This design comes from an exercise in tuning for small area on the open sky130 flow, not from production work. Function was checked by simulation only, so behaviour that the tests miss may differ from the original. The flow treats the clock pin as an ideal source, which a real chip does not have.

==> flow/design.v <==
module sqrt(input RESET, PREVIOUS, NEXT,CLK, input [31:0] N , input [31:0] DELTA , output [63:0] m);
    reg        done;
    reg [31:0] s;
    reg [31:0] A;
    reg [31:0] B;
    reg        o;
    reg [31:0] nq;       
    reg        pcn;
    reg        p2n;
    reg        nz;       
    reg [30:0] dh;       
    reg [4:0]  it;       
    reg [31:0] mr;
    assign m = {32'd0, mr};
    wire load   = PREVIOUS & NEXT;
    wire nxt    = NEXT & ~PREVIOUS;
    wire prv    = PREVIOUS & ~NEXT;
    wire active = load | ~done;
    wire [32:0] sum;
    wire [32:1] sk_c;
    genvar g;
    generate
        assign sum[0]  = 1'b0;    
        assign sk_c[1] = A[0] & B[0];
        for (g = 1; g < 32; g = g + 1) begin : add_hl
            sqrt_fa u_fa (.a(A[g]), .b(B[g]), .c(sk_c[g]), .s(sum[g]), .co(sk_c[g+1]));
        end
    endgenerate
    assign sum[32] = sk_c[32];
    wire cy17 = sk_c[17];
    wire [31:0] c   = sum[32:1];
    wire [15:0] x   = c[15:0];
    wire [15:0] xn  = ~x;
    wire pp1;
    wire pp2;
    wire pp3;
    wire pp4;
    wire pp5;
    wire pp6;
    wire pp7;
    wire pp8;
    wire pp9;
    wire pp10;
    wire pp11;
    wire pp12;
    wire pp13;
    wire pp14;
    wire pp15;
    wire pp16;
    wire pp17;
    wire pp18;
    wire pp19;
    wire pp20;
    wire pp21;
    wire pp22;
    wire pp23;
    wire pp24;
    wire pp25;
    wire pp26;
    wire pp27;
    wire pp28;
    wire pp29;
    wire pp30;
    wire pp31;
    wire pp32;
    wire pp33;
    wire pp34;
    wire pp35;
    wire pp36;
    wire pp37;
    wire pp38;
    wire pp39;
    wire pp40;
    wire pp41;
    wire pp42;
    wire pp43;
    wire pp44;
    wire pp45;
    wire pp46;
    wire pp47;
    wire pp48;
    wire pp49;
    wire pp50;
    wire pp51;
    wire pp52;
    wire pp53;
    wire pp54;
    wire pp55;
    wire pp56;
    wire pp57;
    wire pp58;
    wire pp59;
    wire pp60;
    wire pp61;
    wire pp62;
    wire pp63;
    wire pp64;
    wire pp65;
    wire pp66;
    wire pp67;
    wire pp68;
    wire pp69;
    wire pp70;
    wire pp71;
    wire pp72;
    wire pp73;
    wire pp74;
    wire pp75;
    wire pp76;
    wire pp77;
    wire pp78;
    wire pp79;
    wire pp80;
    wire pp81;
    wire pp82;
    wire pp83;
    wire pp84;
    wire pp85;
    wire pp86;
    wire pp87;
    wire pp88;
    wire pp89;
    wire pp90;
    wire pp91;
    wire pp92;
    wire pp93;
    wire pp94;
    wire pp95;
    wire pp96;
    wire pp97;
    wire pp98;
    wire pp99;
    wire pp100;
    wire pp101;
    wire pp102;
    wire pp103;
    wire pp104;
    wire pp105;
    wire pp106;
    wire pp107;
    wire pp108;
    wire pp109;
    wire pp110;
    wire pp111;
    wire pp112;
    wire pp113;
    wire pp114;
    wire pp115;
    wire pp116;
    wire pp117;
    wire pp118;
    wire pp119;
    wire pp120;
    wire hs121;
    wire hc122;
    wire hs123;
    wire hc124;
    wire hs125;
    wire hc126;
    wire fs127;
    wire fc128;
    wire hs129;
    wire hc130;
    wire fs131;
    wire fc132;
    wire hs133;
    wire hc134;
    wire fs135;
    wire fc136;
    wire fs137;
    wire fc138;
    wire hs139;
    wire hc140;
    wire fs141;
    wire fc142;
    wire fs143;
    wire fc144;
    wire hs145;
    wire hc146;
    wire fs147;
    wire fc148;
    wire fs149;
    wire fc150;
    wire fs151;
    wire fc152;
    wire fs153;
    wire fc154;
    wire fs155;
    wire fc156;
    wire fs157;
    wire fc158;
    wire fs159;
    wire fc160;
    wire fs161;
    wire fc162;
    wire fs163;
    wire fc164;
    wire fs165;
    wire fc166;
    wire fs167;
    wire fc168;
    wire fs169;
    wire fc170;
    wire fs171;
    wire fc172;
    wire fs173;
    wire fc174;
    wire fs175;
    wire fc176;
    wire hs177;
    wire hc178;
    wire hs179;
    wire hc180;
    wire fs181;
    wire fc182;
    wire hs183;
    wire hc184;
    wire fs185;
    wire fc186;
    wire hs187;
    wire hc188;
    wire fs189;
    wire fc190;
    wire fs191;
    wire fc192;
    wire fs193;
    wire fc194;
    wire fs195;
    wire fc196;
    wire fs197;
    wire fc198;
    wire fs199;
    wire fc200;
    wire fs201;
    wire fc202;
    wire fs203;
    wire fc204;
    wire fs205;
    wire fc206;
    wire fs207;
    wire fc208;
    wire fs209;
    wire fc210;
    wire fs211;
    wire fc212;
    wire fs213;
    wire fc214;
    wire fs215;
    wire fc216;
    wire fs217;
    wire fc218;
    wire fs219;
    wire fc220;
    wire fs221;
    wire fc222;
    wire fs223;
    wire fc224;
    wire fs225;
    wire fc226;
    wire fs227;
    wire fc228;
    wire fs229;
    wire fc230;
    wire fs231;
    wire fc232;
    wire fs233;
    wire fc234;
    wire fs235;
    wire fc236;
    wire fs237;
    wire fc238;
    wire fs239;
    wire fc240;
    wire fs241;
    wire fc242;
    wire fs243;
    wire fc244;
    wire fs245;
    wire fc246;
    wire fs247;
    wire fc248;
    wire fs249;
    wire fc250;
    wire fs251;
    wire fc252;
    wire hs253;
    wire hc254;
    wire hs255;
    wire hc256;
    wire fs257;
    wire fc258;
    wire fs259;
    wire fc260;
    wire fs261;
    wire fc262;
    wire fs263;
    wire fc264;
    wire fs265;
    wire fc266;
    wire fs267;
    wire fc268;
    wire fs269;
    wire fc270;
    wire fs271;
    wire fc272;
    wire fs273;
    wire fc274;
    wire fs275;
    wire fc276;
    wire fs277;
    wire fc278;
    wire fs279;
    wire fc280;
    wire fs281;
    wire fc282;
    wire fs283;
    wire fc284;
    wire fs285;
    wire fc286;
    wire fs287;
    wire fc288;
    wire fs289;
    wire fc290;
    wire fs291;
    wire fc292;
    wire fs293;
    wire fc294;
    wire fs295;
    wire fc296;
    wire fs297;
    wire fc298;
    wire fs299;
    wire fc300;
    wire fs301;
    wire fc302;
    wire hs303;
    wire hc304;
    wire hs305;
    wire hc306;
    wire fs307;
    wire fc308;
    wire hs309;
    wire hc310;
    wire fs311;
    wire fc312;
    wire fs313;
    wire fc314;
    wire fs315;
    wire fc316;
    wire fs317;
    wire fc318;
    wire fs319;
    wire fc320;
    wire fs321;
    wire fc322;
    wire fs323;
    wire fc324;
    wire fs325;
    wire fc326;
    wire fs327;
    wire fc328;
    wire fs329;
    wire fc330;
    wire fs331;
    wire fc332;
    wire fs333;
    wire fc334;
    wire fs335;
    wire fc336;
    wire fs337;
    wire fc338;
    wire fs339;
    wire fc340;
    wire fs341;
    wire fc342;
    wire fs343;
    wire fc344;
    wire fs345;
    wire fc346;
    wire fs347;
    wire fc348;
    wire fs349;
    wire fc350;
    wire fs351;
    wire fc352;
    wire fs353;
    wire fc354;
    wire fs355;
    wire fc356;
    wire fs357;
    wire fc358;
    wire fs359;
    wire fc360;
    wire fs361;
    wire fc362;
    wire fs363;
    wire fc364;
    wire cc365;
    wire cc366;
    wire cc367;
    wire cc368;
    wire cc369;
    wire cc370;
    wire cc371;
    wire cc372;
    wire cc373;
    wire cc374;
    wire cc375;
    wire cc376;
    wire cc377;
    wire cc378;
    wire cc379;
    wire cc380;
    wire cc381;
    wire cc382;
    wire cc383;
    wire cc384;
    wire cc385;
    wire cc386;
    wire cc387;
    wire cc388;
    wire cc389;
    wire cc390;
    wire cc391;
    wire cc392;
    wire cc393;
    wire cc394;
    wire cc395;
    wire cc396;
    assign pp1 = ~(x[0] & x[1]);
    assign pp2 = ~(x[0] & x[2]);
    assign pp3 = ~(x[0] & x[3]);
    assign pp4 = ~(x[0] & x[4]);
    assign pp5 = ~(x[0] & x[5]);
    assign pp6 = ~(x[0] & x[6]);
    assign pp7 = ~(x[0] & x[7]);
    assign pp8 = ~(x[0] & x[8]);
    assign pp9 = ~(x[0] & x[9]);
    assign pp10 = ~(x[0] & x[10]);
    assign pp11 = ~(x[0] & x[11]);
    assign pp12 = ~(x[0] & x[12]);
    assign pp13 = ~(x[0] & x[13]);
    assign pp14 = ~(x[0] & x[14]);
    assign pp15 = ~(x[0] & x[15]);
    assign pp16 = ~(x[1] & x[2]);
    assign pp17 = ~(x[1] & x[3]);
    assign pp18 = ~(x[1] & x[4]);
    assign pp19 = ~(x[1] & x[5]);
    assign pp20 = ~(x[1] & x[6]);
    assign pp21 = ~(x[1] & x[7]);
    assign pp22 = ~(x[1] & x[8]);
    assign pp23 = ~(x[1] & x[9]);
    assign pp24 = ~(x[1] & x[10]);
    assign pp25 = ~(x[1] & x[11]);
    assign pp26 = ~(x[1] & x[12]);
    assign pp27 = ~(x[1] & x[13]);
    assign pp28 = ~(x[1] & x[14]);
    assign pp29 = ~(x[1] & x[15]);
    assign pp30 = ~(x[2] & x[3]);
    assign pp31 = ~(x[2] & x[4]);
    assign pp32 = ~(x[2] & x[5]);
    assign pp33 = ~(x[2] & x[6]);
    assign pp34 = ~(x[2] & x[7]);
    assign pp35 = ~(x[2] & x[8]);
    assign pp36 = ~(x[2] & x[9]);
    assign pp37 = ~(x[2] & x[10]);
    assign pp38 = ~(x[2] & x[11]);
    assign pp39 = ~(x[2] & x[12]);
    assign pp40 = ~(x[2] & x[13]);
    assign pp41 = ~(x[2] & x[14]);
    assign pp42 = ~(x[2] & x[15]);
    assign pp43 = ~(x[3] & x[4]);
    assign pp44 = ~(x[3] & x[5]);
    assign pp45 = ~(x[3] & x[6]);
    assign pp46 = ~(x[3] & x[7]);
    assign pp47 = ~(x[3] & x[8]);
    assign pp48 = ~(x[3] & x[9]);
    assign pp49 = ~(x[3] & x[10]);
    assign pp50 = ~(x[3] & x[11]);
    assign pp51 = ~(x[3] & x[12]);
    assign pp52 = ~(x[3] & x[13]);
    assign pp53 = ~(x[3] & x[14]);
    assign pp54 = ~(x[3] & x[15]);
    assign pp55 = ~(x[4] & x[5]);
    assign pp56 = ~(x[4] & x[6]);
    assign pp57 = ~(x[4] & x[7]);
    assign pp58 = ~(x[4] & x[8]);
    assign pp59 = ~(x[4] & x[9]);
    assign pp60 = ~(x[4] & x[10]);
    assign pp61 = ~(x[4] & x[11]);
    assign pp62 = ~(x[4] & x[12]);
    assign pp63 = ~(x[4] & x[13]);
    assign pp64 = ~(x[4] & x[14]);
    assign pp65 = ~(x[4] & x[15]);
    assign pp66 = ~(x[5] & x[6]);
    assign pp67 = ~(x[5] & x[7]);
    assign pp68 = ~(x[5] & x[8]);
    assign pp69 = ~(x[5] & x[9]);
    assign pp70 = ~(x[5] & x[10]);
    assign pp71 = ~(x[5] & x[11]);
    assign pp72 = ~(x[5] & x[12]);
    assign pp73 = ~(x[5] & x[13]);
    assign pp74 = ~(x[5] & x[14]);
    assign pp75 = ~(x[5] & x[15]);
    assign pp76 = ~(x[6] & x[7]);
    assign pp77 = ~(x[6] & x[8]);
    assign pp78 = ~(x[6] & x[9]);
    assign pp79 = ~(x[6] & x[10]);
    assign pp80 = ~(x[6] & x[11]);
    assign pp81 = ~(x[6] & x[12]);
    assign pp82 = ~(x[6] & x[13]);
    assign pp83 = ~(x[6] & x[14]);
    assign pp84 = ~(x[6] & x[15]);
    assign pp85 = ~(x[7] & x[8]);
    assign pp86 = ~(x[7] & x[9]);
    assign pp87 = ~(x[7] & x[10]);
    assign pp88 = ~(x[7] & x[11]);
    assign pp89 = ~(x[7] & x[12]);
    assign pp90 = ~(x[7] & x[13]);
    assign pp91 = ~(x[7] & x[14]);
    assign pp92 = ~(x[7] & x[15]);
    assign pp93 = ~(x[8] & x[9]);
    assign pp94 = ~(x[8] & x[10]);
    assign pp95 = ~(x[8] & x[11]);
    assign pp96 = ~(x[8] & x[12]);
    assign pp97 = ~(x[8] & x[13]);
    assign pp98 = ~(x[8] & x[14]);
    assign pp99 = ~(x[8] & x[15]);
    assign pp100 = ~(x[9] & x[10]);
    assign pp101 = ~(x[9] & x[11]);
    assign pp102 = ~(x[9] & x[12]);
    assign pp103 = ~(x[9] & x[13]);
    assign pp104 = ~(x[9] & x[14]);
    assign pp105 = ~(x[9] & x[15]);
    assign pp106 = ~(x[10] & x[11]);
    assign pp107 = ~(x[10] & x[12]);
    assign pp108 = ~(x[10] & x[13]);
    assign pp109 = ~(x[10] & x[14]);
    assign pp110 = ~(x[10] & x[15]);
    assign pp111 = ~(x[11] & x[12]);
    assign pp112 = ~(x[11] & x[13]);
    assign pp113 = ~(x[11] & x[14]);
    assign pp114 = ~(x[11] & x[15]);
    assign pp115 = ~(x[12] & x[13]);
    assign pp116 = ~(x[12] & x[14]);
    assign pp117 = ~(x[12] & x[15]);
    assign pp118 = ~(x[13] & x[14]);
    assign pp119 = ~(x[13] & x[15]);
    assign pp120 = ~(x[14] & x[15]);
    assign hs121 = ~(pp15 ^ pp28);
    assign hc122 = pp15 | pp28;
    assign hs123 = ~(pp9 ^ pp22);
    assign hc124 = pp9 | pp22;
    assign hs125 = ~(pp10 ^ pp23);
    assign hc126 = pp10 | pp23;
    sqrt_fa u_fs127 (.a(pp11), .b(pp24), .c(pp36), .s(fs127), .co(fc128));
    assign hs129 = ~(pp47 ^ pp57);
    assign hc130 = pp47 | pp57;
    sqrt_fa u_fs131 (.a(pp12), .b(pp25), .c(pp37), .s(fs131), .co(fc132));
    assign hs133 = ~(pp48 ^ pp58);
    assign hc134 = pp48 | pp58;
    sqrt_fa u_fs135 (.a(pp13), .b(pp26), .c(pp38), .s(fs135), .co(fc136));
    sqrt_fa u_fs137 (.a(pp49), .b(pp59), .c(pp68), .s(fs137), .co(fc138));
    assign hs139 = ~(pp76 ^ xn[7]);
    assign hc140 = pp76 | xn[7];
    sqrt_fa u_fs141 (.a(pp14), .b(pp27), .c(pp39), .s(fs141), .co(fc142));
    sqrt_fa u_fs143 (.a(pp50), .b(pp60), .c(pp69), .s(fs143), .co(fc144));
    assign hs145 = ~(pp77 ^ nq[15]);
    assign hc146 = pp77 | nq[15];
    sqrt_fa u_fs147 (.a(pp40), .b(pp51), .c(pp61), .s(fs147), .co(fc148));
    sqrt_fa u_fs149 (.a(pp70), .b(pp78), .c(pp85), .s(fs149), .co(fc150));
    sqrt_fa u_fs151 (.a(xn[8]), .b(nq[16]), .c(hs121), .s(fs151), .co(fc152));
    sqrt_fa u_fs153 (.a(pp29), .b(pp41), .c(pp52), .s(fs153), .co(fc154));
    sqrt_fa u_fs155 (.a(pp62), .b(pp71), .c(pp79), .s(fs155), .co(fc156));
    sqrt_fa u_fs157 (.a(pp86), .b(nq[17]), .c(hc122), .s(fs157), .co(fc158));
    sqrt_fa u_fs159 (.a(pp42), .b(pp53), .c(pp63), .s(fs159), .co(fc160));
    sqrt_fa u_fs161 (.a(pp72), .b(pp80), .c(pp87), .s(fs161), .co(fc162));
    sqrt_fa u_fs163 (.a(pp93), .b(xn[9]), .c(nq[18]), .s(fs163), .co(fc164));
    sqrt_fa u_fs165 (.a(pp54), .b(pp64), .c(pp73), .s(fs165), .co(fc166));
    sqrt_fa u_fs167 (.a(pp81), .b(pp88), .c(pp94), .s(fs167), .co(fc168));
    sqrt_fa u_fs169 (.a(pp65), .b(pp74), .c(pp82), .s(fs169), .co(fc170));
    sqrt_fa u_fs171 (.a(pp89), .b(pp95), .c(pp100), .s(fs171), .co(fc172));
    sqrt_fa u_fs173 (.a(pp75), .b(pp83), .c(pp90), .s(fs173), .co(fc174));
    sqrt_fa u_fs175 (.a(pp84), .b(pp91), .c(pp97), .s(fs175), .co(fc176));
    assign hs177 = ~(pp5 ^ pp18);
    assign hc178 = pp5 | pp18;
    assign hs179 = ~(pp6 ^ pp19);
    assign hc180 = pp6 | pp19;
    sqrt_fa u_fs181 (.a(pp7), .b(pp20), .c(pp32), .s(fs181), .co(fc182));
    assign hs183 = ~(pp43 ^ xn[4]);
    assign hc184 = pp43 | xn[4];
    sqrt_fa u_fs185 (.a(pp8), .b(pp21), .c(pp33), .s(fs185), .co(fc186));
    assign hs187 = ~(pp44 ^ nq[9]);
    assign hc188 = pp44 | nq[9];
    sqrt_fa u_fs189 (.a(pp34), .b(pp45), .c(pp55), .s(fs189), .co(fc190));
    sqrt_fa u_fs191 (.a(xn[5]), .b(nq[10]), .c(hs123), .s(fs191), .co(fc192));
    sqrt_fa u_fs193 (.a(pp35), .b(pp46), .c(pp56), .s(fs193), .co(fc194));
    sqrt_fa u_fs195 (.a(nq[11]), .b(hc124), .c(hs125), .s(fs195), .co(fc196));
    sqrt_fa u_fs197 (.a(pp66), .b(xn[6]), .c(nq[12]), .s(fs197), .co(fc198));
    sqrt_fa u_fs199 (.a(hc126), .b(fs127), .c(hs129), .s(fs199), .co(fc200));
    sqrt_fa u_fs201 (.a(pp67), .b(nq[13]), .c(fc128), .s(fs201), .co(fc202));
    sqrt_fa u_fs203 (.a(hc130), .b(fs131), .c(hs133), .s(fs203), .co(fc204));
    sqrt_fa u_fs205 (.a(nq[14]), .b(fc132), .c(hc134), .s(fs205), .co(fc206));
    sqrt_fa u_fs207 (.a(fs135), .b(fs137), .c(hs139), .s(fs207), .co(fc208));
    sqrt_fa u_fs209 (.a(fc136), .b(fc138), .c(hc140), .s(fs209), .co(fc210));
    sqrt_fa u_fs211 (.a(fs141), .b(fs143), .c(hs145), .s(fs211), .co(fc212));
    sqrt_fa u_fs213 (.a(fc142), .b(fc144), .c(hc146), .s(fs213), .co(fc214));
    sqrt_fa u_fs215 (.a(fs147), .b(fs149), .c(fs151), .s(fs215), .co(fc216));
    sqrt_fa u_fs217 (.a(fc148), .b(fc150), .c(fc152), .s(fs217), .co(fc218));
    sqrt_fa u_fs219 (.a(fs153), .b(fs155), .c(fs157), .s(fs219), .co(fc220));
    sqrt_fa u_fs221 (.a(fc154), .b(fc156), .c(fc158), .s(fs221), .co(fc222));
    sqrt_fa u_fs223 (.a(fs159), .b(fs161), .c(fs163), .s(fs223), .co(fc224));
    sqrt_fa u_fs225 (.a(nq[19]), .b(fc160), .c(fc162), .s(fs225), .co(fc226));
    sqrt_fa u_fs227 (.a(fc164), .b(fs165), .c(fs167), .s(fs227), .co(fc228));
    sqrt_fa u_fs229 (.a(xn[10]), .b(nq[20]), .c(fc166), .s(fs229), .co(fc230));
    sqrt_fa u_fs231 (.a(fc168), .b(fs169), .c(fs171), .s(fs231), .co(fc232));
    sqrt_fa u_fs233 (.a(pp96), .b(pp101), .c(nq[21]), .s(fs233), .co(fc234));
    sqrt_fa u_fs235 (.a(fc170), .b(fc172), .c(fs173), .s(fs235), .co(fc236));
    sqrt_fa u_fs237 (.a(pp102), .b(pp106), .c(xn[11]), .s(fs237), .co(fc238));
    sqrt_fa u_fs239 (.a(nq[22]), .b(fc174), .c(fs175), .s(fs239), .co(fc240));
    sqrt_fa u_fs241 (.a(pp92), .b(pp98), .c(pp103), .s(fs241), .co(fc242));
    sqrt_fa u_fs243 (.a(pp107), .b(nq[23]), .c(fc176), .s(fs243), .co(fc244));
    sqrt_fa u_fs245 (.a(pp99), .b(pp104), .c(pp108), .s(fs245), .co(fc246));
    sqrt_fa u_fs247 (.a(pp111), .b(xn[12]), .c(nq[24]), .s(fs247), .co(fc248));
    sqrt_fa u_fs249 (.a(pp105), .b(pp109), .c(pp112), .s(fs249), .co(fc250));
    sqrt_fa u_fs251 (.a(pp110), .b(pp113), .c(pp115), .s(fs251), .co(fc252));
    assign hs253 = ~(pp3 ^ pp16);
    assign hc254 = pp3 | pp16;
    assign hs255 = ~(pp4 ^ pp17);
    assign hc256 = pp4 | pp17;
    sqrt_fa u_fs257 (.a(pp30), .b(xn[3]), .c(nq[6]), .s(fs257), .co(fc258));
    sqrt_fa u_fs259 (.a(pp31), .b(nq[7]), .c(hc178), .s(fs259), .co(fc260));
    sqrt_fa u_fs261 (.a(nq[8]), .b(hc180), .c(fs181), .s(fs261), .co(fc262));
    sqrt_fa u_fs263 (.a(fc182), .b(hc184), .c(fs185), .s(fs263), .co(fc264));
    sqrt_fa u_fs265 (.a(fc186), .b(hc188), .c(fs189), .s(fs265), .co(fc266));
    sqrt_fa u_fs267 (.a(fc190), .b(fc192), .c(fs193), .s(fs267), .co(fc268));
    sqrt_fa u_fs269 (.a(fc194), .b(fc196), .c(fs197), .s(fs269), .co(fc270));
    sqrt_fa u_fs271 (.a(fc198), .b(fc200), .c(fs201), .s(fs271), .co(fc272));
    sqrt_fa u_fs273 (.a(fc202), .b(fc204), .c(fs205), .s(fs273), .co(fc274));
    sqrt_fa u_fs275 (.a(fc206), .b(fc208), .c(fs209), .s(fs275), .co(fc276));
    sqrt_fa u_fs277 (.a(fc210), .b(fc212), .c(fs213), .s(fs277), .co(fc278));
    sqrt_fa u_fs279 (.a(fc214), .b(fc216), .c(fs217), .s(fs279), .co(fc280));
    sqrt_fa u_fs281 (.a(fc218), .b(fc220), .c(fs221), .s(fs281), .co(fc282));
    sqrt_fa u_fs283 (.a(fc222), .b(fc224), .c(fs225), .s(fs283), .co(fc284));
    sqrt_fa u_fs285 (.a(fc226), .b(fc228), .c(fs229), .s(fs285), .co(fc286));
    sqrt_fa u_fs287 (.a(fc230), .b(fc232), .c(fs233), .s(fs287), .co(fc288));
    sqrt_fa u_fs289 (.a(fc234), .b(fc236), .c(fs237), .s(fs289), .co(fc290));
    sqrt_fa u_fs291 (.a(fc238), .b(fc240), .c(fs241), .s(fs291), .co(fc292));
    sqrt_fa u_fs293 (.a(fc242), .b(fc244), .c(fs245), .s(fs293), .co(fc294));
    sqrt_fa u_fs295 (.a(nq[25]), .b(fc246), .c(fc248), .s(fs295), .co(fc296));
    sqrt_fa u_fs297 (.a(xn[13]), .b(nq[26]), .c(fc250), .s(fs297), .co(fc298));
    sqrt_fa u_fs299 (.a(pp114), .b(pp116), .c(nq[27]), .s(fs299), .co(fc300));
    sqrt_fa u_fs301 (.a(pp117), .b(pp118), .c(xn[14]), .s(fs301), .co(fc302));
    assign hs303 = ~(xn[0] ^ nq[0]);
    assign hc304 = xn[0] | nq[0];
    assign hs305 = ~(nq[1] ^ p2n);
    assign hc306 = nq[1] | p2n;
    sqrt_fa u_fs307 (.a(pp1), .b(xn[1]), .c(nq[2]), .s(fs307), .co(fc308));
    assign hs309 = ~(pp2 ^ nq[3]);
    assign hc310 = pp2 | nq[3];
    sqrt_fa u_fs311 (.a(xn[2]), .b(nq[4]), .c(hs253), .s(fs311), .co(fc312));
    sqrt_fa u_fs313 (.a(nq[5]), .b(hc254), .c(hs255), .s(fs313), .co(fc314));
    sqrt_fa u_fs315 (.a(hs177), .b(hc256), .c(fs257), .s(fs315), .co(fc316));
    sqrt_fa u_fs317 (.a(hs179), .b(fc258), .c(fs259), .s(fs317), .co(fc318));
    sqrt_fa u_fs319 (.a(hs183), .b(fc260), .c(fs261), .s(fs319), .co(fc320));
    sqrt_fa u_fs321 (.a(hs187), .b(fc262), .c(fs263), .s(fs321), .co(fc322));
    sqrt_fa u_fs323 (.a(fs191), .b(fc264), .c(fs265), .s(fs323), .co(fc324));
    sqrt_fa u_fs325 (.a(fs195), .b(fc266), .c(fs267), .s(fs325), .co(fc326));
    sqrt_fa u_fs327 (.a(fs199), .b(fc268), .c(fs269), .s(fs327), .co(fc328));
    sqrt_fa u_fs329 (.a(fs203), .b(fc270), .c(fs271), .s(fs329), .co(fc330));
    sqrt_fa u_fs331 (.a(fs207), .b(fc272), .c(fs273), .s(fs331), .co(fc332));
    sqrt_fa u_fs333 (.a(fs211), .b(fc274), .c(fs275), .s(fs333), .co(fc334));
    sqrt_fa u_fs335 (.a(fs215), .b(fc276), .c(fs277), .s(fs335), .co(fc336));
    sqrt_fa u_fs337 (.a(fs219), .b(fc278), .c(fs279), .s(fs337), .co(fc338));
    sqrt_fa u_fs339 (.a(fs223), .b(fc280), .c(fs281), .s(fs339), .co(fc340));
    sqrt_fa u_fs341 (.a(fs227), .b(fc282), .c(fs283), .s(fs341), .co(fc342));
    sqrt_fa u_fs343 (.a(fs231), .b(fc284), .c(fs285), .s(fs343), .co(fc344));
    sqrt_fa u_fs345 (.a(fs235), .b(fc286), .c(fs287), .s(fs345), .co(fc346));
    sqrt_fa u_fs347 (.a(fs239), .b(fc288), .c(fs289), .s(fs347), .co(fc348));
    sqrt_fa u_fs349 (.a(fs243), .b(fc290), .c(fs291), .s(fs349), .co(fc350));
    sqrt_fa u_fs351 (.a(fs247), .b(fc292), .c(fs293), .s(fs351), .co(fc352));
    sqrt_fa u_fs353 (.a(fs249), .b(fc294), .c(fs295), .s(fs353), .co(fc354));
    sqrt_fa u_fs355 (.a(fs251), .b(fc296), .c(fs297), .s(fs355), .co(fc356));
    sqrt_fa u_fs357 (.a(fc252), .b(fc298), .c(fs299), .s(fs357), .co(fc358));
    sqrt_fa u_fs359 (.a(nq[28]), .b(fc300), .c(fs301), .s(fs359), .co(fc360));
    sqrt_fa u_fs361 (.a(pp119), .b(nq[29]), .c(fc302), .s(fs361), .co(fc362));
    sqrt_fa u_fs363 (.a(pp120), .b(xn[15]), .c(nq[30]), .s(fs363), .co(fc364));
    assign cc365 = pcn | hs303;
    assign cc366 = (hc304 & hs305) | (hc304 & cc365) | (hs305 & cc365);
    assign cc367 = (hc306 & fs307) | (hc306 & cc366) | (fs307 & cc366);
    assign cc368 = (fc308 & hs309) | (fc308 & cc367) | (hs309 & cc367);
    assign cc369 = (hc310 & fs311) | (hc310 & cc368) | (fs311 & cc368);
    assign cc370 = (fc312 & fs313) | (fc312 & cc369) | (fs313 & cc369);
    assign cc371 = (fc314 & fs315) | (fc314 & cc370) | (fs315 & cc370);
    assign cc372 = (fc316 & fs317) | (fc316 & cc371) | (fs317 & cc371);
    assign cc373 = (fc318 & fs319) | (fc318 & cc372) | (fs319 & cc372);
    assign cc374 = (fc320 & fs321) | (fc320 & cc373) | (fs321 & cc373);
    assign cc375 = (fc322 & fs323) | (fc322 & cc374) | (fs323 & cc374);
    assign cc376 = (fc324 & fs325) | (fc324 & cc375) | (fs325 & cc375);
    assign cc377 = (fc326 & fs327) | (fc326 & cc376) | (fs327 & cc376);
    assign cc378 = (fc328 & fs329) | (fc328 & cc377) | (fs329 & cc377);
    assign cc379 = (fc330 & fs331) | (fc330 & cc378) | (fs331 & cc378);
    assign cc380 = (fc332 & fs333) | (fc332 & cc379) | (fs333 & cc379);
    assign cc381 = (fc334 & fs335) | (fc334 & cc380) | (fs335 & cc380);
    assign cc382 = (fc336 & fs337) | (fc336 & cc381) | (fs337 & cc381);
    assign cc383 = (fc338 & fs339) | (fc338 & cc382) | (fs339 & cc382);
    assign cc384 = (fc340 & fs341) | (fc340 & cc383) | (fs341 & cc383);
    assign cc385 = (fc342 & fs343) | (fc342 & cc384) | (fs343 & cc384);
    assign cc386 = (fc344 & fs345) | (fc344 & cc385) | (fs345 & cc385);
    assign cc387 = (fc346 & fs347) | (fc346 & cc386) | (fs347 & cc386);
    assign cc388 = (fc348 & fs349) | (fc348 & cc387) | (fs349 & cc387);
    assign cc389 = (fc350 & fs351) | (fc350 & cc388) | (fs351 & cc388);
    assign cc390 = (fc352 & fs353) | (fc352 & cc389) | (fs353 & cc389);
    assign cc391 = (fc354 & fs355) | (fc354 & cc390) | (fs355 & cc390);
    assign cc392 = (fc356 & fs357) | (fc356 & cc391) | (fs357 & cc391);
    assign cc393 = (fc358 & fs359) | (fc358 & cc392) | (fs359 & cc392);
    assign cc394 = (fc360 & fs361) | (fc360 & cc393) | (fs361 & cc393);
    assign cc395 = (fc362 & fs363) | (fc362 & cc394) | (fs363 & cc394);
    assign cc396 = (nq[31] & fc364) | (nq[31] & cc395) | (fc364 & cc395);
    wire big = (|A[31:17]) | (|B[31:17]) | cy17;
    wire gt  = big | ((~(cc396)) & ~nz);
    wire [31:0] dpre  = load ? DELTA : {1'b0, dh};
    wire [31:0] duse  = RESET ? 32'd1 : {1'b0, dpre[31:1]};
    wire [4:0] itpre = load ? 5'd1 : it;
    reg  [31:0] sw;
    reg         p1, z1;
    integer i;
    always @* begin
        sw[0] = N[0] ^ load;
        p1 = 1'b1;
        z1 = 1'b1;
        for (i = 1; i < 32; i = i + 1) begin
            sw[i] = N[i] ^ ((nxt & p1) | ((prv | (load & ~N[0])) & z1));
            p1 = p1 & N[i];
            z1 = z1 & ~N[i];
        end
    end
    wire [31:0] b = load ? u : RESET ? 32'd1 : s;
    localparam K = 22;
    wire [31:0] a;
    wire [32:0] a_c;
    wire [31:0] dx = duse ^ {32{~nxt}};
    wire [31:K] t;
    wire [32:K] t_c;
    wire [32:K] t_p;
    assign a_c[0] = ~nxt;
    generate
        for (g = 0; g < K; g = g + 1) begin : add_a
            sqrt_fa u_fa (.a(b[g]), .b(dx[g]), .c(a_c[g]), .s(a[g]), .co(a_c[g+1]));
        end
        sqrt_ha u_ha (.a(b[K]), .b(dx[K]), .s(t[K]), .co(t_c[K+1]));
        for (g = K + 1; g < 32; g = g + 1) begin : add_t
            sqrt_fa u_fa (.a(b[g]), .b(dx[g]), .c(t_c[g]), .s(t[g]), .co(t_c[g+1]));
        end
        assign t_p[K] = 1'b1;
        for (g = K; g < 32; g = g + 1) begin : inc_t
            assign a[g]     = t[g] ^ (a_c[K] & t_p[g]);
            assign t_p[g+1] = t_p[g] & t[g];
        end
    endgenerate
    reg [31:0] u;
    reg        q0;
    integer j;
    always @* begin
        u[0] = N[0] ^ nxt;
        q0 = (nxt & N[0]) | load;
        for (j = 1; j < 32; j = j + 1) begin
            u[j] = N[j] ^ q0;
            q0 = q0 & N[j];
        end
    end
    always @(posedge CLK) begin
        nq <= u;
        pcn <= ~prv;
        p2n <= ~load;
        nz <= (prv & ~|N) | (load & q0);
        dh <= dpre[31:1];
        it <= {itpre[3:0], itpre[4] ^ itpre[2]};
        if (NEXT | PREVIOUS) begin
            s  <= sw;
        end
        if (active) begin
            done <= RESET | (itpre == 5'b10001);    
            mr   <= RESET ? 32'd1 : c;
            if (NEXT | PREVIOUS) begin
                A <= a;
                B <= b;
                o <= nxt;
            end else if (gt == o) begin
                A <= c;
            end else begin
                B <= c;
            end
        end
    end
endmodule
module sqrt_fa(input a, b, c, output s, co);
    assign s  = a ^ b ^ c;
    assign co = (a & b) | (a & c) | (b & c);
endmodule
module sqrt_ha(input a, b, output s, co);
    assign s  = a ^ b;
    assign co = a & b;
endmodule
==> flow/flow/run.sh <==
#!/bin/bash
# Standard ORFS layout with these changes:
#  - synthesis is the standard synthesis (synth_recipe.tcl), except that its
#    final ABC mapping uses flow/abc_area.script (area-oriented, no buffering);
#  - ports are buffered with the smallest buffer;
#  - clock tree synthesis inserts no dummy loads, and afterwards the clock
#    buffers whose flip-flop clock pins see a slow slew are upsized
#    (flow/post_cts.tcl);
#  - the output ports tied low share one tie cell (flow/post_floorplan.tcl).
set -euo pipefail
here=$(pwd)
cat > "$here/synth_abc.tcl" <<EOT
proc abc {args} {
  set i [lsearch -exact \$args -script]
  if {\$i >= 0} { lset args [expr {\$i + 1}] $here/flow/abc_area.script }
  yosys abc {*}\$args
}
source $here/synth_recipe.tcl
EOT
bash standard.sh \
  SYNTH_SCRIPT="$here/synth_abc.tcl" \
  BUFFER_PORTS_ARGS="-buffer_cell sky130_fd_sc_hd__buf_1" \
  CTS_ARGS="-sink_clustering_enable -repair_clock_nets -sink_clustering_size 16 -sink_clustering_max_diameter 60 -buf_list {sky130_fd_sc_hd__clkbuf_8} -dont_use_dummy_load" \
  POST_CTS_TCL="$here/flow/post_cts.tcl" \
  POST_FLOORPLAN_TCL="$here/flow/post_floorplan.tcl" \
  finish > flow_make.log 2>&1
==> flow/flow/abc_area.script <==
&get -n
&st
&syn2
&dch -f
&nf -a -R 1000
&st
&syn2
&dch -f
&nf -a -R 1000
&put
topo
stime -c
==> flow/flow/post_cts.tcl <==
# Upsize the clock buffers that drive flip-flop clock pins with a slow slew.
estimate_parasitics -placement
foreach pass {1 2 3} {
  set todo {}
  foreach p [get_pins -hierarchical */CLK] {
    if {[get_property $p slew_max] > 0.100} {
      set net [get_nets -of_objects $p]
      foreach d [get_pins -of_objects $net -filter "direction == output"] {
        lappend todo [get_full_name [get_cells -of_objects $d]]
      }
    }
  }
  set n 0
  foreach i [lsort -unique $todo] {
    set ref [get_property [get_cells $i] ref_name]
    set to ""
    if {$ref eq "sky130_fd_sc_hd__clkbuf_4"} { set to sky130_fd_sc_hd__clkbuf_8 }
    if {$ref eq "sky130_fd_sc_hd__clkbuf_8"} { set to sky130_fd_sc_hd__clkbuf_16 }
    if {$to ne ""} { replace_cell [get_cells $i] $to; incr n }
  }
  puts "post_cts pass $pass: upsized $n clock buffers"
  if {$n == 0} { break }
  estimate_parasitics -placement
}
detailed_placement
==> flow/flow/post_floorplan.tcl <==
# The constant outputs: drive all output ports tied low from one tie cell
# instead of one tie cell per port. Here each such port is driven by a
# buffer fed by its own tie cell; feed all those buffers from the first tie
# cell (global placement later removes the buffers).
set block [ord::get_db_block]
set keep_net ""
set moved 0
foreach inst [$block getInsts] {
  if {[[$inst getMaster] getName] ne "sky130_fd_sc_hd__conb_1"} { continue }
  set hi [$inst findITerm HI]
  if {$hi ne "NULL" && [$hi getNet] ne "NULL"} { continue }
  set lo [$inst findITerm LO]
  set net [$lo getNet]
  if {$net eq "NULL"} { continue }
  if {[llength [$net getBTerms]] != 0} { continue }
  set its [$net getITerms]
  if {[llength $its] != 2} { continue }
  set load ""
  foreach it $its { if {[$it getInst] ne $inst} { set load $it } }
  if {$load eq ""} { continue }
  set buf [$load getInst]
  if {![string match "sky130_fd_sc_hd__buf_*" [[$buf getMaster] getName]]} { continue }
  set out [$buf findITerm X]
  if {$out eq "NULL" || [$out getNet] eq "NULL"} { continue }
  set onet [$out getNet]
  if {[llength [$onet getBTerms]] != 1 || [llength [$onet getITerms]] != 1} { continue }
  if {$keep_net eq ""} { set keep_net $net; continue }
  $load disconnect
  $load connect $keep_net
  odb::dbInst_destroy $inst
  odb::dbNet_destroy $net
  incr moved
}
puts "post_floorplan: moved $moved tied-low output ports onto one tie cell"
==> flow/standard.sh <==
#!/bin/bash
# synth_recipe.tcl (not shown) runs the flow's synth.tcl, then flattens the netlist and writes it again
# the make line also repeats each setting of config.mk as NAME=value (left out here)
make -C /OpenROAD-flow-scripts/flow DESIGN_CONFIG=/design/flow/config.mk WORK_HOME=/design/flow/orfs CLKGATE_MAP_FILE= SYNTH_SCRIPT=/design/flow/synth_recipe.tcl "${@:-finish}"
==> flow/config.mk <==
export PLATFORM = sky130hd
export DESIGN_NAME = sqrt
export DESIGN_NICKNAME = sqrt
export VERILOG_FILES = /design/flow/design.v
export SDC_FILE = /design/flow/constraint.sdc
export NUM_CORES = 4
export LEC_CHECK = 0
export CAP_MARGIN = 20
export CORE_MARGIN = 2
export CORE_UTILIZATION = 50
export CTS_BUF_LIST = sky130_fd_sc_hd__clkbuf_8
export CTS_CLUSTER_DIAMETER = 60
export CTS_CLUSTER_SIZE = 16
export SETUP_SLACK_MARGIN = 0.1
export SLEW_MARGIN = 20
export SYNTH_HIERARCHICAL = 1
export SYNTH_MINIMUM_KEEP_SIZE = 0
==> flow/constraint.sdc <==
create_clock -name core_clock -period 15.0 [get_ports {CLK}]
set_input_delay 3.0000 -clock core_clock [delete_from_list [all_inputs] [get_ports {CLK}]]
set_output_delay 3.0000 -clock core_clock [all_outputs]
set_load 0.01 [all_outputs]
==> insert_results.sql, run 1 <==
INSERT INTO impl_metrics (metric_group, metric, value, unit) VALUES
('run_status', 'run_status', 'timing/DRC/antenna clean', ''),
('critical_path', 'cp_common_cell', 'sky130_fd_sc_hd__fa_1', ''),
('timing', 'hold-worst-slack', '0.4618', 'ns'),
('logic_synthesis', 'syn-cell-area', '0.01354', 'mm²'),
('timing', 'maxSlewViolCount', '0', ''),
('clock_network', 'clk_pin_slew', '0.09', 'ns'),
('critical_path', 'criticalPathCategory', 'input pin to register', ''),
('drt', 'avgRoutedWirePerCell', '19.32', 'µm'),
('floorplanning', 'core_area', '0.02680', 'mm²'),
('logic_synthesis', 'seq_area_frac_synth', '39.17', '%'),
('hold_path', 'hp-start', 'it[0]$_DFF_P_', ''),
('critical_path', 'cp_max_fo', '6', ''),
('critical_path', 'timing.critical_path.to_type', 'register', ''),
('floorplanning', 'io_pins', '132', ''),
('critical_path', 'critical_path_buf_inv_count', '2', ''),
('logic_synthesis', 'yosys_warnings', '7', ''),
('timing', 'rsz_0062_raised_after_global_routing', 'no', ''),
('global_route', 'grt_first_pass_wirelength', '52450', 'µm'),
('timing', 'tightestPinTransition', '1.045', 'ns'),
('logic_synthesis', 'synth-async-reset-ratio', '0', '%'),
('critical_path', 'crit_arrival', '14.09', 'ns'),
('floorplanning', 'floorplan.initialDensity', '50.53', '%'),
('final_layout', 'multi_input_area', '0.007818', 'mm²'),
('floorplanning', 'floorplan.die.width', '168.6', 'µm'),
('critical_path', 'critical_path_launch_point', 'PREVIOUS', ''),
('logic_synthesis', 'syn_inst', '1243', ''),
('critical_path', 'slowest_stage', 'sky130_fd_sc_hd__fa_1', ''),
('timing', 'timing.final.crit_share', '92.57', '%'),
('critical_path', 'startpoint_type', 'input pin', ''),
('floorplanning', 'die-height', '168.6', 'µm'),
('global_route', 'grt_remaining_overflow', '0', ''),
('logic_synthesis', 'netlist-cell-type-count', '45', ''),
('place', 'routabilityCongestion', '0.8528', ''),
('critical_path', 'path_delay_family', 'adder cells', ''),
('drt', 'vias', '9297', ''),
('critical_path', 'reg2regPathDepth', '34', ''),
('final_layout', 'syn2layout_area_growth', '7.224', '%'),
('timing', 'final.setup.tns', '0', 'ns'),
('drt', 'final_antenna_net_count', '0', ''),
('final_layout', 'nNetsFinal', '1628', ''),
('hold_path', 'hold_path_class', 'register to register', ''),
('timing', 'hold_violations', '0', ''),
('timing', 'fmax', '72.02', 'MHz'),
('floorplanning', 'total_number_of_placement_rows', '60', ''),
('timing', 'clock-skew-final', '0.02498', 'ns'),
('timing', 'timing.slew.headroom', '30.11', '%'),
('drt', 'remaining_drc_errors', '0', ''),
('final_layout', 'fillers', '2432', ''),
('critical_path', 'reg2reg_from', 'A[0]$_DFFE_PP_', ''),
('clock_network', 'tritoncts_clock_tree', 'built', ''),
('timing', 'clock_period_minus_worst_slack', '13.88', 'ns'),
('global_route', 'antenna_violations_before_repair', '3', ''),
('critical_path', 'slowest_delay', '0.45', 'ns'),
('final_layout', 'seqCellArea', '0.005305', 'mm²'),
('drt', 'avgViaCountPerCell', '5.521', ''),
('floorplanning', 'design.die.area', '0.02842', 'mm²'),
('place', 'detailedPlacementHpwl', '23700', 'µm'),
('drt', 'detailedRoute.firstPassIterationCount', '5', ''),
('logic_synthesis', 'count_of_flip_flops_with_a_built_in_enable_after_synthesis', '130', ''),
('global_route', 'largest_net_degree_at_the_start_of_global_routing', '75', ''),
('drt', 'detail_route.iter0.violations', '725', ''),
('logic_synthesis', 'synthesis.area_per_instance', '10.90', 'µm²'),
('global_route', 'groute.usage.overall', '24.14', '%'),
('drt', 'routed_wirelength', '32540', 'µm'),
('place', 'numPortBuffers', '98', ''),
('clock_network', 'cts_sinks', '200', ''),
('timing', 'setup_viol_count_final', '0', ''),
('critical_path', 'worst_ep_required_time', '15.20', 'ns'),
('run', 'drv.max_cap_violation_count', '0', ''),
('hold_path', 'worstHoldPathCells', '1', ''),
('final_layout', 'final_design_area_no_fill', '0.01452', 'mm²'),
('logic_synthesis', 'dominantRegCellSynth', 'sky130_fd_sc_hd__edfxtp_1', ''),
('clock_network', 'clk-insertion-delay-late', '0.49', 'ns'),
('critical_path', 'cp_num_cells', '35', ''),
('global_route', 'first_global_vias', '9455', ''),
('place', 'placed_cell_areas', '0.01424', 'mm²'),
('logic_synthesis', 'synth-seq-cells', '200', ''),
('final_layout', 'layout-drive-gt1-share', '3.057', '%');
-- cell families after synthesis --
logic type                 synth area share (%)
and+or+nand+nor                           16.18
adders and majority gates                 29.43
DFF                                       39.17
AOI/OAI and AO/OA                         7.409
buffers and inverters                     3.298
xor gates and xnor gates                  4.333
muxes                                    0.1478
other                                   0.02769
-- cells in the mapped netlist (all sizes together), types with 16 or more instances --
cell type	count	share of area, %
edfxtp	130	29
xnor2	53	3.4
o21ba	31	2.3
nor2	267	7.4
fa	168	25
clkinv	55	1.5
nand2	155	4.3
buf	32	1.8
ha	49	4.5
dfxtp	70	10
o21ai	17	0.63
nor2b	19	0.88
and2	16	0.74
a21oi	59	2.2
-- layout make-up --
| cell class | count | share of cell area (%) |
|---|---|---|
| diodes | 2 | 0.03446 |
| inverters | 55 | 1.422 |
| well taps | 341 | 2.938 |
| clock buffers | 17 | 1.921 |
| flip-flops and latches | 200 | 36.53 |
| repair buffers | 113 | 3.317 |
| multi-input cells | 956 | 53.83 |
-- cell usage in the layout (no fill, tap or decap), drive strengths merged, types with 2 or more instances in the layout --
master  count
fa        168
o221ai      5
ha         49
xor2       14
a221oi      4
mux2i       2
nand2b      5
a31oi       3
xnor2      53
o21ba      31
o21ai      17
a21oi      59
nor2b      19
inv         3
and3        7
nand2     155
o22ai       9
and4        4
clkbuf     18
nor3       10
buf       112
a22oi      10
dfxtp      70
or2         2
a21o        2
or3         3
diode       2
nand3       9
edfxtp    130
nand4       7
and2       16
clkinv     52
nor2      267
nor3b       2
nor4       11
-- routing by layer --
layer  track usage [%]  part of all wire, %  up-vias
li1                  -                    -     4325
met1             34.68                   46     4677
met2             39.58                   47      260
met3             3.437                  5.3       33
met4             5.022                  1.3        2
met5                 0                0.040        -
-- state kept, by name (all words and copies together), names as in the netlist --
register	flops
it	5
p2n	1
s	32
pcn	1
dh	30
mr	32
A	32
nq	32
done	1
B	32
o	1
nz	1
-- final timing paths --
check	endpoint	slack (ns)
setup reg to reg	B[30]$_DFFE_PP_	1.43
setup / recovery	A[31]$_DFFE_PP_	1.12
hold / removal	it[1]$_DFF_P_	0.46
hold reg to reg	it[1]$_DFF_P_	0.46
-- metrics by stage --
step | utilization [%] | instances | setup WS, ns
final | 54.18 | 1684 | 1.115
after global routing | 54.16 | 1682 | 0.5922
after detailed placement | 53.12 | 1665 | 0.6681
after global placement | 53.12 | 1665 | 0.7510
after floorplan | - | 1274 | 0.1506
-- per-module statistics from Yosys, one instance, submodules excluded --
module | times used | cells inside | flops+latches | cell area [µm²]
sqrt_fa | 168 | 1 | 0 | 20.02
sqrt | 1 | 1074 | 200 | 10170
sqrt_ha | 1 | 1 | 0 | 12.51
==> inputs of run 2 (changes only) <==
--- a/flow/config.mk
+++ b/flow/config.mk
@@ -8,5 +8,5 @@
 export CAP_MARGIN = 20
 export CORE_MARGIN = 2
-export CORE_UTILIZATION = 50
+export CORE_UTILIZATION = 70
 export CTS_BUF_LIST = sky130_fd_sc_hd__clkbuf_8
 export CTS_CLUSTER_DIAMETER = 60
==> run 2 against run 1 <==
Sequential cell count unchanged. Critical path type unchanged. Cell count decreased by 5.0%. Synthesized area unchanged. Still clean on timing, DRC and antenna.
==> insert_results.sql, run 2 <==
INSERT INTO impl_metrics (metric_group, metric, value, unit) VALUES
('final_layout', 'final_common_cell', 'sky130_fd_sc_hd__nor2_1', ''),
('hold_path', 'hold_path_class', 'register to register', ''),
('global_route', 'first_global_vias', '9803', ''),
('logic_synthesis', 'count_of_flip_flops_with_a_built_in_enable_after_synthesis', '130', ''),
('logic_synthesis', 'synth_common_cells', 'sky130_fd_sc_hd__nor2_1, sky130_fd_sc_hd__fa_1, sky130_fd_sc_hd__nand2_1', ''),
('critical_path', 'cp_num_cells', '35', ''),
('logic_synthesis', 'syn-cell-area', '0.01354', 'mm²'),
('global_route', 'global_route.usage.met2', '54.85', '%'),
('drt', 'avgRoutedWirePerCell', '19.77', 'µm'),
('critical_path', 'path_delay_family', 'adder cells', ''),
('timing', 'rsz_0062_raised_after_global_routing', 'no', ''),
('final_layout', 'most-common-layout-cells', 'sky130_fd_sc_hd__nor2_1, sky130_fd_sc_hd__fa_1, sky130_fd_sc_hd__nand2_1', ''),
('critical_path', 'r2r_slack', '1.30', 'ns'),
('timing', 'timing.slew.headroom', '30.23', '%'),
('critical_path', 'startpoint_type', 'input pin', ''),
('critical_path', 'cp_common_cell', 'sky130_fd_sc_hd__fa_1', ''),
('drt', 'avgViaCountPerCell', '5.951', ''),
('critical_path', 'critical_path_buf_inv_count', '2', ''),
('global_route', 'grt_busiest_layer', 'met2', ''),
('critical_path', 'slowest_delay', '0.44', 'ns'),
('final_layout', 'final_util', '76.53', '%'),
('run', 'drv.max_cap_violation_count', '0', ''),
('clock_network', 'clk-insertion-delay-late', '0.49', 'ns'),
('run_status', 'run_status', 'timing/DRC/antenna clean', ''),
('floorplanning', 'total_number_of_placement_rows', '50', ''),
('critical_path', 'slowest_stage', 'sky130_fd_sc_hd__fa_1', ''),
('logic_synthesis', 'synth-async-reset-ratio', '0', '%'),
('logic_synthesis', 'netlist-cell-type-count', '45', ''),
('final_layout', 'nNetsFinal', '1626', ''),
('floorplanning', 'floorplan.die.width', '143.1', 'µm'),
('logic_synthesis', 'synthesis.area_per_instance', '10.90', 'µm²'),
('logic_synthesis', 'seq_area_frac_synth', '39.17', '%'),
('logic_synthesis', 'yosys_warnings', '7', ''),
('final_layout', 'syn2layout_area_growth', '6.412', '%'),
('global_route', 'largest_net_degree_at_the_start_of_global_routing', '58', ''),
('timing', 'final.setup.tns', '0', 'ns'),
('critical_path', 'reg2regPathDepth', '34', ''),
('critical_path', 'criticalPathCategory', 'input pin to register', ''),
('place', 'routabilityCongestion', '0.9107', ''),
('final_layout', 'multi_input_area', '0.007818', 'mm²'),
('clock_network', 'tritoncts_clock_tree', 'built', ''),
('logic_synthesis', 'area_leader_netlist', 'sky130_fd_sc_hd__edfxtp_1', ''),
('logic_synthesis', 'syn_inst', '1243', ''),
('final_layout', 'seqCellArea', '0.005305', 'mm²'),
('floorplanning', 'io_pins', '132', ''),
('timing', 'maxSlewViolCount', '0', ''),
('logic_synthesis', 'synthDominantCellAreaShare', '28.82', '%'),
('timing', 'tightestPinTransition', '1.047', 'ns'),
('global_route', 'gr-usage-met1', '45.18', '%'),
('place', 'numPortBuffers', '98', ''),
('floorplanning', 'design.die.area', '0.02048', 'mm²'),
('logic_synthesis', 'dominantRegCellSynth', 'sky130_fd_sc_hd__edfxtp_1', ''),
('critical_path', 'cp_max_fo', '6', ''),
('timing', 'hold_violations', '0', ''),
('critical_path', 'timing.critical_path.to_type', 'register', ''),
('timing', 'setup_viol_count_final', '0', ''),
('global_route', 'antenna_violations_before_repair', '2', ''),
('final_layout', 'fillers', '1322', ''),
('critical_path', 'crit_arrival', '14.08', 'ns'),
('timing', 'clock_period_minus_worst_slack', '13.86', 'ns'),
('critical_path', 'worst_ep_required_time', '15.21', 'ns'),
('timing', 'timing.final.crit_share', '92.40', '%'),
('logic_synthesis', 'synth-seq-cells', '200', ''),
('clock_network', 'cts_sinks', '200', ''),
('global_route', 'grt_use_met3', '4.997', '%'),
('timing', 'fmax', '72.15', 'MHz'),
('drt', 'vias', '9522', ''),
('floorplanning', 'floorplan.initialDensity', '71.92', '%'),
('floorplanning', 'die-height', '143.1', 'µm'),
('logic_synthesis', 'most_repeated_cell_in_the_gate_level_netlist_after_synthesis', 'sky130_fd_sc_hd__nor2_1', ''),
('clock_network', 'clk_pin_slew', '0.08', 'ns'),
('floorplanning', 'core_area', '0.01883', 'mm²'),
('drt', 'final_antenna_net_count', '0', ''),
('drt', 'routed_wirelength', '31640', 'µm'),
('drt', 'detail_route.iter0.violations', '681', ''),
('drt', 'remaining_drc_errors', '0', ''),
('final_layout', 'layout-drive-gt1-share', '2.913', '%'),
('timing', 'clock-skew-final', '0.03313', 'ns'),
('place', 'detailedPlacementHpwl', '23390', 'µm'),
('logic_synthesis', 'synthTopCellsByArea', 'sky130_fd_sc_hd__edfxtp_1, sky130_fd_sc_hd__fa_1, sky130_fd_sc_hd__dfxtp_1, sky130_fd_sc_hd__nor2_1, sky130_fd_sc_hd__ha_1', ''),
('global_route', 'grt_remaining_overflow', '0', ''),
('global_route', 'groute.usage.overall', '33.15', '%'),
('hold_path', 'worstHoldPathCells', '1', ''),
('drt', 'detailedRoute.firstPassIterationCount', '7', ''),
('global_route', 'grt_first_pass_wirelength', '50810', 'µm');
-- run 2: final timing paths --
path | startpoint | to
max | PREVIOUS | A[31]$_DFFE_PP_
min | it[1]$_DFF_P_ | it[2]$_DFF_P_
max reg2reg | A[0]$_DFFE_PP_ | B[30]$_DFFE_PP_
min reg2reg | it[1]$_DFF_P_ | it[2]$_DFF_P_
-- run 2: cells by family (layout without fill, tap and decap cells) --
kind of cell / count (synthesis) / after routing / synth area share [%]
flops: 200 / 200 / 39.17
mux: 2 / 2 / 0.1478
xor+xnor: 67 / 67 / 4.333
simple gates: 520 / 520 / 16.18
compound gates: 148 / 148 / 7.409
buf+inv: 87 / 183 / 3.298
other cells: 1 / 2 / 0.02769
fa+ha+maj: 218 / 218 / 29.43
-- run 2: worst reg2reg max path, delay by kind of cell, from the launching register on --
family | cells | cell delay [ns]
simple gates | 2 | 0.32
compound gates | 1 | 0.16
fa+ha+maj | 31 | 12.65
flops | 1 | 0.36
-- run 2: area by class of cell --
type / instances / share of cell area [%]
well taps: 260 / 2.257
diodes: 1 / 0.01736
flip-flops and latches: 200 / 36.81
clock buffers: 17 / 1.858
inverters: 55 / 1.433
repair buffers: 111 / 3.377
multi-input cells: 956 / 54.25
-- run 2: stage by stage --
step	instance area (µm²)	hold WS [ns]	setup slack [ns]	cells
final	14410	0.4697	1.139	1600
after global routing	14410	0.4779	0.6879	1599
after detailed placement	14140	0.4468	0.7202	1582
after global placement	14110	0.4384	0.8287	1581
after floorplan	13660	0.4107	0.1506	1274
-- run 2: layer usage --
layer,share of wire [%],up-vias
met1,40,4691
met3,7.8,77
li1,-,4327
met5,0.041,-
met2,49,425
met4,3.0,2
-- run 2: modules after synthesis, one instance, submodules excluded --
| module | cells inside | flops+latches |
|---|---|---|
| sqrt_ha | 1 | 0 |
| sqrt | 1074 | 200 |
| sqrt_fa | 1 | 0 |

==> static timing again, ports no longer ideal <==
No port has a modelled driver above. Below, the same layouts with a new extraction and two added sets of constraints.
Step 1, drivers: a clkbuf_16 drives CLK and a buf_2 each remaining input, both assumed.
Step 2, shift: input delay + t, output delay - t, t = (earliest + latest rising clock arrival at the registers) / 2. This alone moves slack from input paths to output paths.
Slacks: ideal / step 1 / step 2; pairs: ideal / step 1.
run | shift t [ns] | slack for setup (ns) | worst setup path after step 2 | clock arrival spread, ns | cell pins on the clock port's net
run 1 | 0.517 | 1.115 / 1.136 / 0.619 | input to register | 0.025 / 0.026 | 1
run 2 | 0.512 | 1.139 / 1.157 / 0.645 | input to register | 0.034 / 0.034 | 1
After both steps every run listed still meets setup and hold. For run 1, which loses most, drivers alone change the setup slack by +0.021 ns; drivers and shift together by -0.496 ns.
